Source: an optimization exercise on an open RTL-to-GDS flow (aim: small area). Production flows keep margins and buffers that such runs may drop.
Function was not checked in any run shown here: the RTL went through the layout flow alone.

**flow/config.mk**
```make
export PLATFORM = sky130hd
export DESIGN_NAME = cordic_pipelined
export DESIGN_NICKNAME = cordic_pipelined
export VERILOG_FILES = /design/flow/design.v
export SDC_FILE = /design/flow/constraint.sdc
export NUM_CORES = 4
export LEC_CHECK = 0
export CAP_MARGIN = 20
export CORE_MARGIN = 2
export CORE_UTILIZATION = 40
export SLEW_MARGIN = 20
```
**flow/constraint.sdc**
```tcl
create_clock -name core_clock -period 7.0 [get_ports {clk}]
set_input_delay 1.4000 -clock core_clock [delete_from_list [all_inputs] [get_ports {clk}]]
set_output_delay 1.4000 -clock core_clock [all_outputs]
set_load 0.01 [all_outputs]
```
**flow/design.v**
```verilog
`timescale 1ns/100ps
module cordic_rca #(parameter W=16)
(
	input  [W-1:0] a, b,
	input          ci,
	output [W-1:0] s
);
	wire [W:0] c;
	assign c[0] = ci;
	genvar i;
	generate for (i = 0; i < W; i = i + 1) begin : bit_
		assign s[i]   = a[i] ^ b[i] ^ c[i];
		assign c[i+1] = (a[i] & b[i]) | (a[i] & c[i]) | (b[i] & c[i]);
	end endgenerate
endmodule
module cordic_cell #(parameter N=0)
(
	input         d,
	input  [15:0] x_in, y_in,
	output [15:0] x_out, y_out
);
	wire [15:0] ys = $signed(y_in) >>> N;
	wire [15:0] xs = $signed(x_in) >>> N;
	wire [15:0] yn;
	cordic_rca #(16) ax (.a(x_in),  .b(ys ^ {16{~d}}), .ci(~d), .s(x_out));
	cordic_rca #(16) ay (.a(~y_in), .b(xs ^ {16{~d}}), .ci(~d), .s(yn));
	assign y_out = ~yn;
endmodule
module cordic_zstep #(parameter W=16, parameter SITA=0)
(
	input  [W-1:0] z_in,
	output [W-1:0] z_out
);
	wire d = z_in[W-1];
	wire [W-1:0] k = SITA;
	cordic_rca #(W) az (.a(z_in), .b(d ? k : ~k), .ci(~d), .s(z_out));
endmodule
module cordic_table
(
	input      [5:0] d,
	output reg [15:0]  x, y
);
	always @ (*)
	begin
		case (d)
			6'd0: begin x = 16'hf701; y = 16'h3f57; end
			6'd1: begin x = 16'h3f5c; y = 16'h0901; end
			6'd2: begin x = 16'h2d48; y = 16'h2d37; end
			6'd3: begin x = 16'h2d38; y = 16'hd2b8; end
			6'd4: begin x = 16'h15dd; y = 16'h3c22; end
			6'd5: begin x = 16'h3c25; y = 16'hea22; end
			6'd6: begin x = 16'h3d3a; y = 16'h1296; end
			6'd7: begin x = 16'h1297; y = 16'hc2c6; end
			6'd8: begin x = 16'h06df; y = 16'h3f9d; end
			6'd9: begin x = 16'h3fa0; y = 16'hf921; end
			6'd10: begin x = 16'h3704; y = 16'h20ad; end
			6'd11: begin x = 16'h20ae; y = 16'hc8fc; end
			6'd12: begin x = 16'h23ff; y = 16'h34e6; end
			6'd13: begin x = 16'h34e7; y = 16'hdbff; end
			6'd14: begin x = 16'h3feb; y = 16'h02f4; end
			6'd15: begin x = 16'h02f3; y = 16'hc015; end
			6'd16: begin x = 16'hfef6; y = 16'h3ff9; end
			6'd17: begin x = 16'h3ffc; y = 16'h010c; end
			6'd18: begin x = 16'h328e; y = 16'h2739; end
			6'd19: begin x = 16'h273a; y = 16'hcd72; end
			6'd20: begin x = 16'h1d2f; y = 16'h38f2; end
			6'd21: begin x = 16'h38f3; y = 16'he2d0; end
			6'd22: begin x = 16'h3f11; y = 16'h0ad3; end
			6'd23: begin x = 16'h0ad2; y = 16'hc0ef; end
			6'd24: begin x = 16'h0ebc; y = 16'h3e44; end
			6'd25: begin x = 16'h3e45; y = 16'hf144; end
			6'd26: begin x = 16'h3aa8; y = 16'h1993; end
			6'd27: begin x = 16'h1994; y = 16'hc558; end
			6'd28: begin x = 16'h2a4d; y = 16'h3004; end
			6'd29: begin x = 16'h3003; y = 16'hd5b3; end
			6'd30: begin x = 16'h3fc9; y = 16'hfaf9; end
			6'd31: begin x = 16'hfaf6; y = 16'hc037; end
			6'd32: begin x = 16'hfaf9; y = 16'h3fc9; end
			6'd33: begin x = 16'h3fcc; y = 16'h0509; end
			6'd34: begin x = 16'h3004; y = 16'h2a4d; end
			6'd35: begin x = 16'h2a4c; y = 16'hcffc; end
			6'd36: begin x = 16'h1993; y = 16'h3aa8; end
			6'd37: begin x = 16'h3aa9; y = 16'he66c; end
			6'd38: begin x = 16'h3e44; y = 16'h0ebc; end
			6'd39: begin x = 16'h0ebb; y = 16'hc1bc; end
			6'd40: begin x = 16'h0ad3; y = 16'h3f11; end
			6'd41: begin x = 16'h3f12; y = 16'hf52d; end
			6'd42: begin x = 16'h38f2; y = 16'h1d2f; end
			6'd43: begin x = 16'h1d2e; y = 16'hc70e; end
			6'd44: begin x = 16'h2739; y = 16'h328e; end
			6'd45: begin x = 16'h328d; y = 16'hd8c5; end
			6'd46: begin x = 16'h3ff9; y = 16'hfef6; end
			6'd47: begin x = 16'hfef3; y = 16'hc007; end
			6'd48: begin x = 16'h02f4; y = 16'h3feb; end
			6'd49: begin x = 16'h3fec; y = 16'hfd0e; end
			6'd50: begin x = 16'h34e6; y = 16'h23ff; end
			6'd51: begin x = 16'h23fe; y = 16'hcb1a; end
			6'd52: begin x = 16'h20ad; y = 16'h3704; end
			6'd53: begin x = 16'h3703; y = 16'hdf52; end
			6'd54: begin x = 16'h3f9d; y = 16'h06df; end
			6'd55: begin x = 16'h06dc; y = 16'hc063; end
			6'd56: begin x = 16'h1296; y = 16'h3d3a; end
			6'd57: begin x = 16'h3d39; y = 16'hed6a; end
			6'd58: begin x = 16'h3c22; y = 16'h15dd; end
			6'd59: begin x = 16'h15dc; y = 16'hc3de; end
			6'd60: begin x = 16'h2d37; y = 16'h2d48; end
			6'd61: begin x = 16'h2d45; y = 16'hd2c9; end
			6'd62: begin x = 16'h3f57; y = 16'hf701; end
			6'd63: begin x = 16'hf6fc; y = 16'hc0a9; end
		endcase
	end
endmodule
`timescale 1ns/100ps
module cordic_pipelined
(
	input  clk,rst,
	input  signed [15:0] z,
	output signed [15:0] x,y
);
	wire [15:0] zn1;
	cordic_zstep #(.W(16),.SITA(12868)) zs1 (.z_in(z), .z_out(zn1));
	reg [15:0] z1_r;
	reg [0:0] d1_r;
	always @ (posedge clk) begin z1_r <= zn1[15:0]; d1_r <= z[15]; end
	wire [15:0] zn2;
	cordic_zstep #(.W(16),.SITA(7596)) zs2 (.z_in(z1_r), .z_out(zn2));
	reg [14:0] z2_r;
	reg [1:0] d2_r;
	always @ (posedge clk) begin z2_r <= zn2[14:0]; d2_r <= {z1_r[15], d1_r}; end
	wire [14:0] zn3;
	cordic_zstep #(.W(15),.SITA(4014)) zs3 (.z_in(z2_r), .z_out(zn3));
	reg [14:0] z3_r;
	reg [2:0] d3_r;
	always @ (posedge clk) begin z3_r <= zn3[14:0]; d3_r <= {z2_r[14], d2_r}; end
	wire [14:0] zn4;
	cordic_zstep #(.W(15),.SITA(2037)) zs4 (.z_in(z3_r), .z_out(zn4));
	reg [13:0] z4_r;
	reg [3:0] d4_r;
	always @ (posedge clk) begin z4_r <= zn4[13:0]; d4_r <= {z3_r[14], d3_r}; end
	wire [13:0] zn5;
	cordic_zstep #(.W(14),.SITA(1023)) zs5 (.z_in(z4_r), .z_out(zn5));
	wire ovf = ~(&zn5[13:10]) & (|zn5[13:10]);
	wire [8:0] dl = ovf ? {9{zn5[13]}} : {zn5[10], ~zn5[9:2]};   
	reg [13:0] d5_r;   
	always @ (posedge clk) d5_r <= {dl[0],dl[1],dl[2],dl[3],dl[4],dl[5],dl[6],dl[7],dl[8], z4_r[13], d4_r};
	wire [15:0] tx, ty;
	cordic_table tab (.d(d5_r[5:0]), .x(tx), .y(ty));
	reg [7:0] d6_r;
	always @ (posedge clk) d6_r <= d5_r[13:6];
	reg [15:0] x6_r, y6_r;
	always @ (posedge clk) begin x6_r <= tx; y6_r <= ty; end
	wire [15:0] x7_c, y7_c;
	cordic_cell #(.N(6)) it6 (.d(d6_r[0]), .x_in(x6_r), .y_in(y6_r), .x_out(x7_c), .y_out(y7_c));
	reg [6:0] d7_r;
	always @ (posedge clk) d7_r <= d6_r[7:1];
	reg [15:0] x7_r, y7_r;
	always @ (posedge clk) begin x7_r <= x7_c; y7_r <= y7_c; end
	wire [15:0] x8_c, y8_c;
	cordic_cell #(.N(7)) it7 (.d(d7_r[0]), .x_in(x7_r), .y_in(y7_r), .x_out(x8_c), .y_out(y8_c));
	reg [5:0] d8_r;
	always @ (posedge clk) d8_r <= d7_r[6:1];
	reg [15:0] x8_r, y8_r;
	always @ (posedge clk) begin x8_r <= x8_c; y8_r <= y8_c; end
	wire [15:0] x9_c, y9_c;
	cordic_cell #(.N(8)) it8 (.d(d8_r[0]), .x_in(x8_r), .y_in(y8_r), .x_out(x9_c), .y_out(y9_c));
	reg [4:0] d9_r;
	always @ (posedge clk) d9_r <= d8_r[5:1];
	reg [15:0] x9_r, y9_r;
	always @ (posedge clk) begin x9_r <= x9_c; y9_r <= y9_c; end
	wire [15:0] x10_c, y10_c;
	cordic_cell #(.N(9)) it9 (.d(d9_r[0]), .x_in(x9_r), .y_in(y9_r), .x_out(x10_c), .y_out(y10_c));
	reg [3:0] d10_r;
	always @ (posedge clk) d10_r <= d9_r[4:1];
	reg [15:0] x10_r, y10_r;
	always @ (posedge clk) begin x10_r <= x10_c; y10_r <= y10_c; end
	wire [15:0] x11_c, y11_c;
	cordic_cell #(.N(10)) it10 (.d(d10_r[0]), .x_in(x10_r), .y_in(y10_r), .x_out(x11_c), .y_out(y11_c));
	reg [2:0] d11_r;
	always @ (posedge clk) d11_r <= d10_r[3:1];
	reg [15:0] x11_r, y11_r;
	always @ (posedge clk) begin x11_r <= x11_c; y11_r <= y11_c; end
	wire [15:0] x12_c, y12_c;
	cordic_cell #(.N(11)) it11 (.d(d11_r[0]), .x_in(x11_r), .y_in(y11_r), .x_out(x12_c), .y_out(y12_c));
	reg [1:0] d12_r;
	always @ (posedge clk) d12_r <= d11_r[2:1];
	reg [15:0] x12_r, y12_r;
	always @ (posedge clk) begin x12_r <= x12_c; y12_r <= y12_c; end
	wire [15:0] x13_c, y13_c;
	cordic_cell #(.N(12)) it12 (.d(d12_r[0]), .x_in(x12_r), .y_in(y12_r), .x_out(x13_c), .y_out(y13_c));
	reg [0:0] d13_r;
	always @ (posedge clk) d13_r <= d12_r[1:1];
	reg [15:0] x13_r, y13_r;
	always @ (posedge clk) begin x13_r <= x13_c; y13_r <= y13_c; end
	wire [15:0] x14_c, y14_c;
	cordic_cell #(.N(13)) it13 (.d(d13_r[0]), .x_in(x13_r), .y_in(y13_r), .x_out(x14_c), .y_out(y14_c));
	reg [15:0] x14_r, y14_r;
	always @ (posedge clk) begin x14_r <= x14_c; y14_r <= y14_c; end
	assign x = x14_r;
	assign y = y14_r;
endmodule
```
**flow/run.sh**
```bash
#!/bin/bash
# synth_recipe.tcl (not shown) runs the flow's synth.tcl, then flattens the netlist and writes it again
# the make line also repeats each setting of config.mk as NAME=value (left out here)
make -C /OpenROAD-flow-scripts/flow DESIGN_CONFIG=/design/flow/config.mk WORK_HOME=/design/flow/orfs CLKGATE_MAP_FILE= SYNTH_SCRIPT=/design/flow/synth_recipe.tcl finish
```
==> results.toml, run 1 <==
[clock_network]
clockBufferDepth = 3
clock_tree_from_tritoncts = "built"
h-tree-depth = 2
worst_skew_pair.late_latency_ps = 540
cts-root-buf = "clkbuf_16"
tritoncts.num_buffers = 43
clk_transition_reported_paths_ps = 60
postCtsSetupBuffers = 0
clkSinkCount = 406

[worst_setup_path]
critPathCaptureType = "flip-flop"
timing.setup.critical_path_class = "reg2reg"
timing.critical_path.from_type = "flip-flop"
crit_path_max_fanout = 4
required_arrival_time_at_the_worst_endpoint_ps = 7420
worstPathArrival_ps = 7230

[die]
fp.dieH_um = 224
die_w_um = 224
core_area_mm2 = 0.0476
num_rows = 80
start_util = 0.405
design.portCount = 50
die-area_mm2 = 0.0500

[global_route]
first_global_vias = 11300
total_track_usage = 0.143
grt_antenna_before_repair = 0
grt_pass1_wl_um = 56500
globalRouteOverflowTotal = 0
maximum_number_of_pins_on_one_net_before_global_route_repair = 80

[run]
max-cap-violations = 0

[yosys]
yosysUniqueCellTypes = 65
ys_top_cells_by_area = "dfxtp_1, fa_1, inv_1"
synth_async_sr_flop_share = 0
synth_area_per_cell_um2 = 11.8
synth_top_area_frac = 0.422
synth_enable_flop_cells = 0
synth_area_leader_cell = "dfxtp_1"
synth-seq-cells = 406
synthesis.yosys.warnings = 2
syn_inst = 1634
synth_area_mm2 = 0.0193
ys_seq_area_frac = 0.422
syn-num-nets = 1962
ys_dominant_reg_cell = "dfxtp_1"

[route]
remaining_drc_errors = 0
detail_route.vias_per_cell = 4.58
drt_iter0_markers = 731
routedWlPerCell_um = 14.7
drtPass1Iterations = 5
routed_wl_um = 34600
via_count = 10800
ant_nets = 0

[cells_and_area]
area.sequential_mm2 = 0.00815
filler_cell_count = 4276
design.final.nets = 2036
multi_input_comb_area_mm2 = 0.00985
final_util = 0.467
area_growth_syn_to_layout_pct = 15.6
antenna_cells = 0
layout-drive-gt1-share = 0.122

[sta]
max-slew-margin-rel = 0.370
timing.final.max_slew_violations = 0
achievable-frequency_mhz = 147
hold-worst-slack_ps = 323
number_of_hold_violations_in_the_final_report = 0
final.min_clock_period_ps = 6810
setup_viol_count_final = 0
fin_crit_sh = 0.973
fin_worst_skew_ps = 13.4
worstMarginPinSlew_ps = 942

[place]
place.port_buffers = 48
hpwlAfterDp_um = 25800
gpl.final_weighted_congestion = 0.903

[hold_path]
min-delay-path-class = "reg2reg"

[outcome]
outcome = "complete, no violations"
[repair_timing]
item	4_1_cts	5_1_grt
gates resized for setup	32	46
hold buffers	0	0
pin swaps	3	2
setup endpoints to repair	23	28
endpoints found under the hold margin	0	0
cloned	0	0
[area by class of cell]
cell class,count,area share
clock buffer,56,0.0537
clock inverter,21,0.0126
inverter,307,0.0517
multi-input combinational,853,0.442
sequential,406,0.366
tap,615,0.0345
timing repair buffer,97,0.0392
[per-stage QoR]
step                      area (um2)  setup slack [ps]  TNS [ps]  cells
after floorplan                19300              30.3         0   1634
after global placement         20600              -207     -1440   2278
after detailed placement       20600              -213     -2150   2278
after global routing           22300             -11.8     -11.8   2355
after CTS                      22100             -41.6     -41.6   2355
final                          22300               188         0   2355
[per-layer routing]
layer | GRT usage | share of wire
met5 | 0 | 0
met2 | 0.276 | 0.54
met4 | 0.0630 | 0.039
met3 | 0.0242 | 0.047
met1 | 0.153 | 0.37
[final timing paths]
kind,startpoint,to,slack (ps),depth (start not counted)
hold / removal,d6_r[2],d7_r[1],320,0
setup / recovery,d10_r[0],x11_r[15],190,18
setup reg to reg,d10_r[0],x11_r[15],190,18
hold reg to reg,d6_r[2],d7_r[1],320,0
[layout by cell type (no fill, tap or decap), types with 7 or more instances in the layout]
cell	n
dfxtp_1	394
inv_1	304
fa_1	234
xor2_1	93
nand2_1	55
nor2_1	52
fa_2	51
a21oi_1	49
clkdlybuf4s50_1	48
o21ai_0	47
buf_4	47
clkbuf_16	44
xnor2_1	32
ha_1	25
a211oi_1	21
nor3_1	19
nand2b_1	14
nor2b_1	13
a31oi_1	10
dfxtp_2	10
nand3_1	9
clkinv_2	9
mux2_2	8
a311oi_1	8
clkbuf_1	7
[kinds of logic (layout without fill, tap and decap cells)]
| kind of cell | after synthesis | in the layout | synth area share |
|---|---|---|---|
| xor gates and xnor gates | 133 | 133 | 0.0604 |
| adders and majority gates | 310 | 310 | 0.312 |
| and+or+nand+nor | 187 | 187 | 0.0457 |
| buffers and inverters | 375 | 481 | 0.0775 |
| AOI/OAI and AO/OA | 203 | 203 | 0.0677 |
| muxes | 20 | 20 | 0.0148 |
| DFF | 406 | 406 | 0.422 |
[Yosys cell counts (8+ instances only)]
library cell and n:
a211oi_1 21, a21oi_1 49, a311oi_1 8, a31oi_1 10, buf_2 30, buf_4 9
clkbuf_1 24, dfxtp_1 406, fa_1 285, ha_1 25, inv_1 304, mux2_2 8
nand2_1 55, nand2b_1 14, nand3_1 9, nor2_1 52, nor2b_1 13, nor3_1 19
o21ai_0 54, xnor2_1 38, xor2_1 95
[critical path, stage by stage, from the launching register on]
cell     delay [ps]
dfxtp_2         360
buf_4           170
xnor2_1         190
fa_1            200
inv_1            50
fa_1            410
fa_1            440
fa_2            420
fa_1            430
fa_1            430
fa_1            430
fa_1            440
fa_1            430
fa_1            430
fa_1            430
fa_1            450
fa_1            430
fa_1            420
xnor2_1         130
==> run 2: changes to the inputs <==
--- a/flow/config.mk
+++ b/flow/config.mk
@@ -8,4 +8,7 @@
 export CAP_MARGIN = 20
 export CORE_MARGIN = 2
 export CORE_UTILIZATION = 40
+export CTS_BUF_LIST = sky130_fd_sc_hd__clkbuf_4 sky130_fd_sc_hd__clkbuf_8
+export CTS_CLUSTER_DIAMETER = 50
+export CTS_CLUSTER_SIZE = 12
 export SLEW_MARGIN = 20
==> run 2 against run 1 <==
  * Still clean
  * Final area fell by 3.3%
  * First-iteration DRC count fell by 16%
  * Critical endpoint is now y11_r[15]
==> results.toml, run 2 <==
[die]
core_area_mm2 = 0.0476
die_w_um = 224
start_util = 0.405
die-area_mm2 = 0.0500
design.portCount = 50
num_rows = 80
fp.dieH_um = 224

[route]
via_count = 10700
drtPass1Iterations = 5
remaining_drc_errors = 0
drt_iter0_markers = 611
detail_route.vias_per_cell = 4.60
ant_nets = 0
routed_wl_um = 34400
routedWlPerCell_um = 14.8

[global_route]
first_global_vias = 11400
maximum_number_of_pins_on_one_net_before_global_route_repair = 80
grt_antenna_before_repair = 0
total_track_usage = 0.142
grt_pass1_wl_um = 56100
globalRouteOverflowTotal = 0

[clock_network]
cts-root-buf = "clkbuf_8"
tritoncts.num_buffers = 42
clock_tree_from_tritoncts = "built"
clk_transition_reported_paths_ps = 70
worst_skew_pair.late_latency_ps = 560
h-tree-depth = 2
postCtsSetupBuffers = 0
clockBufferDepth = 3
clkSinkCount = 406

[cells_and_area]
final_util = 0.452
multi_input_comb_area_mm2 = 0.00985
final_design_area_no_fill_mm2 = 0.0215
leading_cell_types_in_the_layout_fill_and_taps_excluded = "dfxtp_1, inv_1, fa_1"
area_growth_syn_to_layout_pct = 11.8
layout-drive-gt1-share = 0.115
final_common_cell = "dfxtp_1"
area.sequential_mm2 = 0.00815
filler_cell_count = 4372
post_layout_nonfiller_instances = 2333
antenna_cells = 0
design.final.nets = 2035

[sta]
timing.final.max_slew_violations = 0
number_of_hold_violations_in_the_final_report = 0
final_setup_tns_ps = 0
fin_worst_skew_ps = 27.4
final.min_clock_period_ps = 6810
rsz0062_at_grt = "no"
max-slew-margin-rel = 0.362
hold-worst-slack_ps = 317
setup_slack_ps = 191
setup_viol_count_final = 0
fin_crit_sh = 0.973
achievable-frequency_mhz = 147
worstMarginPinSlew_ps = 956

[worst_setup_path]
timing.critical_path.mode_cell = "fa_1"
timing.setup.critical_path_class = "reg2reg"
worst_path_dominant_cell_family = "adder cells"
critPathSlowestCell = "fa_1"
worstPathArrival_ps = 7250
timing.critical_path.from_type = "flip-flop"
crit_chain = "mux2_2 > fa_1 > fa_2 > fa_2 > fa_2 > fa_2 > fa_1 > fa_1 > fa_1 > fa_1 > fa_1 > fa_1 > fa_1 > fa_1 > fa_1 > xnor2_1"
crit_path_max_fanout = 2
required_arrival_time_at_the_worst_endpoint_ps = 7440
cp.buffers_inverters = 0
critPathCaptureType = "flip-flop"
worst_path_largest_cell_delay_ps = 440

[hold_path]
min-delay-path-class = "reg2reg"

[yosys]
synth_top_area_frac = 0.422
synth-seq-cells = 406
syn_inst = 1634
yosysUniqueCellTypes = 65
synth_async_sr_flop_share = 0
most_numerous_cell_types_in_the_synthesized_netlist = "dfxtp_1, inv_1, fa_1"
synth_area_mm2 = 0.0193
synth_most_common_cell = "dfxtp_1"
ys_top_cells_by_area = "dfxtp_1, fa_1, inv_1"
synthesis.yosys.warnings = 2
synth_area_leader_cell = "dfxtp_1"
ys_dominant_reg_cell = "dfxtp_1"
syn-num-nets = 1962
ys_seq_area_frac = 0.422
synth_enable_flop_cells = 0
synth_area_per_cell_um2 = 11.8

[place]
placed_area_mm2 = 0.0206
place.port_buffers = 48
hpwlAfterDp_um = 25800
gpl.final_weighted_congestion = 0.903
dp_slack_ps = -213
placedCellCount = 2278

[outcome]
outcome = "complete, no violations"

[run]
max-cap-violations = 0
[run 2: cell counts after synthesis]
No cell type changed its count.
[run 2: per-layer routing]
layer  vias up  part of all wire  track usage
met5         -                 0            0
met4         0             0.036       0.0566
met3        75             0.050       0.0238
met2       301              0.55        0.279
met1      5214              0.37        0.150
li1       5131                 -            -
[run 2: worst register-to-register path, delay by kind of cell, from the launching register on]
family                   cells  cell delay (ps)
adder cells (fa/ha/maj)     14             5860
multiplexers                 1              360
flip-flops                   1              340
XOR/XNOR                     1              140
[run 2: path summary, 6_finish.rpt]
check	depth (start not counted)	startpoint	slack, ps	to
worst min-delay path	0	d9_r[4]	320	d10_r[3]
worst max-delay path	16	x10_r[10]	190	y11_r[15]
worst max register to register	16	x10_r[10]	190	y11_r[15]
worst min register to register	0	d9_r[4]	320	d10_r[3]
[run 2: final cells by class]
| cell class | count | area share |
|---|---|---|
| clock buffer | 45 | 0.0285 |
| clock inverter | 10 | 0.00621 |
| inverter | 307 | 0.0535 |
| multi-input combinational | 853 | 0.457 |
| sequential | 406 | 0.378 |
| tap | 615 | 0.0357 |
| timing repair buffer | 97 | 0.0405 |
[run 2: kinds of logic (layout without fill, tap and decap cells)]
| family | Yosys count | count (layout) | synth area share |
|---|---|---|---|
| AOI/OAI and AO/OA | 203 | 203 | 0.0677 |
| xor gates and xnor gates | 133 | 133 | 0.0604 |
| adders and majority gates | 310 | 310 | 0.312 |
| buffers and inverters | 375 | 459 | 0.0775 |
| DFF | 406 | 406 | 0.422 |
| muxes | 20 | 20 | 0.0148 |
| and+or+nand+nor | 187 | 187 | 0.0457 |
[run 2: what timing repair did]
| item | 4_1_cts | 5_1_grt |
|---|---|---|
| hold buffers | 0 | 0 |
| endpoints found under the setup margin | 25 | 27 |
| resized for setup | 33 | 45 |
| pin swaps | 4 | 0 |
| endpoints found under the hold margin | 0 | 0 |
==> run 3: changes to the inputs <==
--- a/flow/config.mk
+++ b/flow/config.mk
@@ -8,7 +8,7 @@
 export CAP_MARGIN = 20
 export CORE_MARGIN = 2
 export CORE_UTILIZATION = 40
-export CTS_BUF_LIST = sky130_fd_sc_hd__clkbuf_4 sky130_fd_sc_hd__clkbuf_8
-export CTS_CLUSTER_DIAMETER = 50
-export CTS_CLUSTER_SIZE = 12
+export CTS_BUF_LIST = sky130_fd_sc_hd__clkbuf_8
+export CTS_CLUSTER_DIAMETER = 60
+export CTS_CLUSTER_SIZE = 20
 export SLEW_MARGIN = 20
==> run 3 against run 2 <==
  * Still clean
  * Clock skew shrank 6.8 ps
  * Critical path depth grew 1
  * Utilization shrank 0.22 points
  * Die area is the same
  * Flip-flop and latch count is the same
  * Fmax grew 0.58%
  * Final area shrank 0.48%
  * Count of clock-buffer cells in the layout shrank 14
  * Synthesized area is the same
  * Critical path type unchanged
==> results.toml, run 3 <==
[clock_network]
clockBufferDepth = 3
worst_skew_pair.late_latency_ps = 630
cts-root-buf = "clkbuf_8"
clk_transition_reported_paths_ps = 110
clock_tree_from_tritoncts = "built"
h-tree-depth = 1
tritoncts.num_buffers = 28
clkSinkCount = 406

[global_route]
grt_antenna_before_repair = 0
first_global_vias = 11200
grt_pass1_wl_um = 55700
total_track_usage = 0.141
maximum_number_of_pins_on_one_net_before_global_route_repair = 80
globalRouteOverflowTotal = 0

[place]
place.port_buffers = 48
hpwlAfterDp_um = 25800
gpl.final_weighted_congestion = 0.903
placed_area_mm2 = 0.0206

[outcome]
outcome = "complete, no violations"

[die]
die_w_um = 224
die-area_mm2 = 0.0500
start_util = 0.405
design.portCount = 50
num_rows = 80
core_area_mm2 = 0.0476
fp.dieH_um = 224

[worst_setup_path]
crit_path_max_fanout = 8
crit_chain = "buf_12 > mux2_2 > fa_1 > fa_1 > fa_1 > fa_2 > fa_2 > fa_2 > fa_1 > fa_2 > fa_2 > fa_2 > fa_1 > fa_1 > fa_1 > fa_1 > xnor2_1"
timing.critical_path.from_type = "flip-flop"
cp.buffers_inverters = 1
critPathSlowestCell = "fa_1"
critPathCaptureType = "flip-flop"
worstPathArrival_ps = 7280
crit-reg2reg-launch = "d8_r[0]"
worst_path_largest_cell_delay_ps = 440
reg2reg_setup_slack_ps = 230
timing.critical_path.mode_cell = "fa_1"
worst_path_dominant_cell_family = "adder cells"
timing.setup.critical_path_class = "reg2reg"
startpoint = "d8_r[0]"
required_arrival_time_at_the_worst_endpoint_ps = 7510

[sta]
final_setup_tns_ps = 0
fin_worst_skew_ps = 20.5
timing.final.max_slew_violations = 0
setup_viol_count_final = 0
achievable-frequency_mhz = 148
max-slew-margin-rel = 0.353
worstMarginPinSlew_ps = 968
final.min_clock_period_ps = 6770
number_of_hold_violations_in_the_final_report = 0
fin_crit_sh = 0.967
rsz0062_at_grt = "no"

[yosys]
synth_compound_gate_area_share = 0.0677
ys_top_cells_by_area = "dfxtp_1, fa_1, inv_1"
synth_async_sr_flop_share = 0
ys_dominant_reg_cell = "dfxtp_1"
synth-adder-area-share = 0.312
syn_inst = 1634
synth_area_leader_cell = "dfxtp_1"
synth_most_common_cell = "dfxtp_1"
syn-num-nets = 1962
synth_enable_flop_cells = 0
synth-seq-cells = 406
synth_xor_xnor_area_share = 0.0604
ys_seq_area_frac = 0.422
yosysUniqueCellTypes = 65
most_numerous_cell_types_in_the_synthesized_netlist = "dfxtp_1, inv_1, fa_1"
yosys-mux-area-fraction = 0.0148
synth_area_mm2 = 0.0193
synth_area_per_cell_um2 = 11.8
combinational_family_with_the_most_area_after_synthesis = "adder cells"
synth_simple_gate_area_frac = 0.0457
synth_top_area_frac = 0.422
synthesis.yosys.warnings = 2

[cells_and_area]
filler_cell_count = 4390
design.final.nets = 2021
layout-drive-gt1-share = 0.113
final_design_area_no_fill_mm2 = 0.0214
final_common_cell = "dfxtp_1"
area.sequential_mm2 = 0.00815
area_growth_syn_to_layout_pct = 11.2
antenna_cells = 0
multi_input_comb_area_mm2 = 0.00987
leading_cell_types_in_the_layout_fill_and_taps_excluded = "dfxtp_1, inv_1, fa_1"

[route]
drtPass1Iterations = 6
routed_wl_um = 34100
ant_nets = 0
detail_route.vias_per_cell = 4.58
via_count = 10600
drt_iter0_markers = 633
routedWlPerCell_um = 14.7
remaining_drc_errors = 0

[hold_path]
min-delay-path-class = "reg2reg"
holdCritStartpoint = "d3_r[2]"

[run]
max-cap-violations = 0
-- run 3: cell counts after synthesis --
No cell type changed its count.
-- run 3: cell families (layout without fill, tap and decap cells) --
logic type,after synthesis,count (layout)
AO/OA/AOI/OAI,203,203
buffers and inverters,375,451
flip-flops,406,406
multiplexers,20,20
adder cells (fa/ha/maj),310,310
XOR/XNOR,133,133
AND/OR/NAND/NOR,187,187
-- run 3: routing by layer --
metal | global-route usage | part of all wire | vias up
met3 | 0.0208 | 0.044 | 76
met4 | 0.0559 | 0.041 | 0
met1 | 0.149 | 0.37 | 5194
met2 | 0.278 | 0.55 | 262
met5 | 0 | 0 | -
li1 | - | - | 5113
-- run 3: worst reg2reg max path, cell delays in order, from the launching register on --
cell and delay, ps:
dfxtp_1 340, buf_12 150, mux2_2 280, fa_1 420
fa_1 430, fa_1 440, fa_2 380, fa_2 380
fa_2 430, fa_1 440, fa_2 390, fa_2 380
fa_2 370, fa_1 420, fa_1 440, fa_1 430
fa_1 410, xnor2_1 130
-- run 3: path summary, 6_finish.rpt --
check,endpoint,cells past startpoint
worst min register to register,d4_r[2],0
worst max register to register,y9_r[15],17
worst max-delay path,y9_r[15],17
worst min-delay path,d4_r[2],0
-- run 3: stage by stage --
step	setup slack (ps)	std cells	utilization	hold WS [ps]
6_report	230	2325	0.450	318
5_1_grt	14.3	2325	0.450	317
4_1_cts	11.7	2325	0.447	317
3_5_place_dp	-213	2278	0.432	312
3_3_place_gp	-207	2278	0.432	311
2_1_floorplan	30.3	1634	-	310
-- run 3: timing repair --
item                                    4_1_cts  5_1_grt
buffers inserted                              0        0
endpoints found under the setup margin       24       26
pin swaps                                     4        0
hold endpoints to repair                      0        0
hold buffers                                  0        0
resized for setup                            37       46
-- run 3: layout make-up --
| class | count | area share |
|---|---|---|
| multi-input cells | 853 | 0.460 |
| flip-flops and latches | 406 | 0.380 |
| clock buffers | 31 | 0.0199 |
| inverters | 307 | 0.0538 |
| well taps | 615 | 0.0359 |
| clock inverters | 16 | 0.00940 |
| repair buffers | 97 | 0.0407 |

[separate check: timing with driven ports]
No port has a modelled driver above. Below, the same layouts with a new extraction and two added sets of constraints. Step 1 assumes that a clkbuf_16 drives the clock port and a buf_2 every other input. Step 2 moves the port delays by t, midway between the first and last clock arrival at a register: inputs arrive t later, outputs are due t later. That takes back most of the time a late clock gives input paths. Three values: no drivers, after step 1, after step 2; two values: the first two.
run | t, ns | setup WS [ns] | clock arrival spread, ns | pins driven straight from the clock port
run 1 | 0.587 | 0.188 / 0.188 / 0.170 | 0.015 / 0.015 | 1
run 2 | 0.605 | 0.191 / 0.191 / 0.164 | 0.028 / 0.027 | 1
run 3 | 0.667 | 0.230 / 0.230 / 0.197 | 0.022 / 0.022 | 1
After both steps every run listed still meets setup and hold. The setup slack of run 3, which loses most, moves by 0.000 ns with the drivers and by -0.033 ns with both steps.
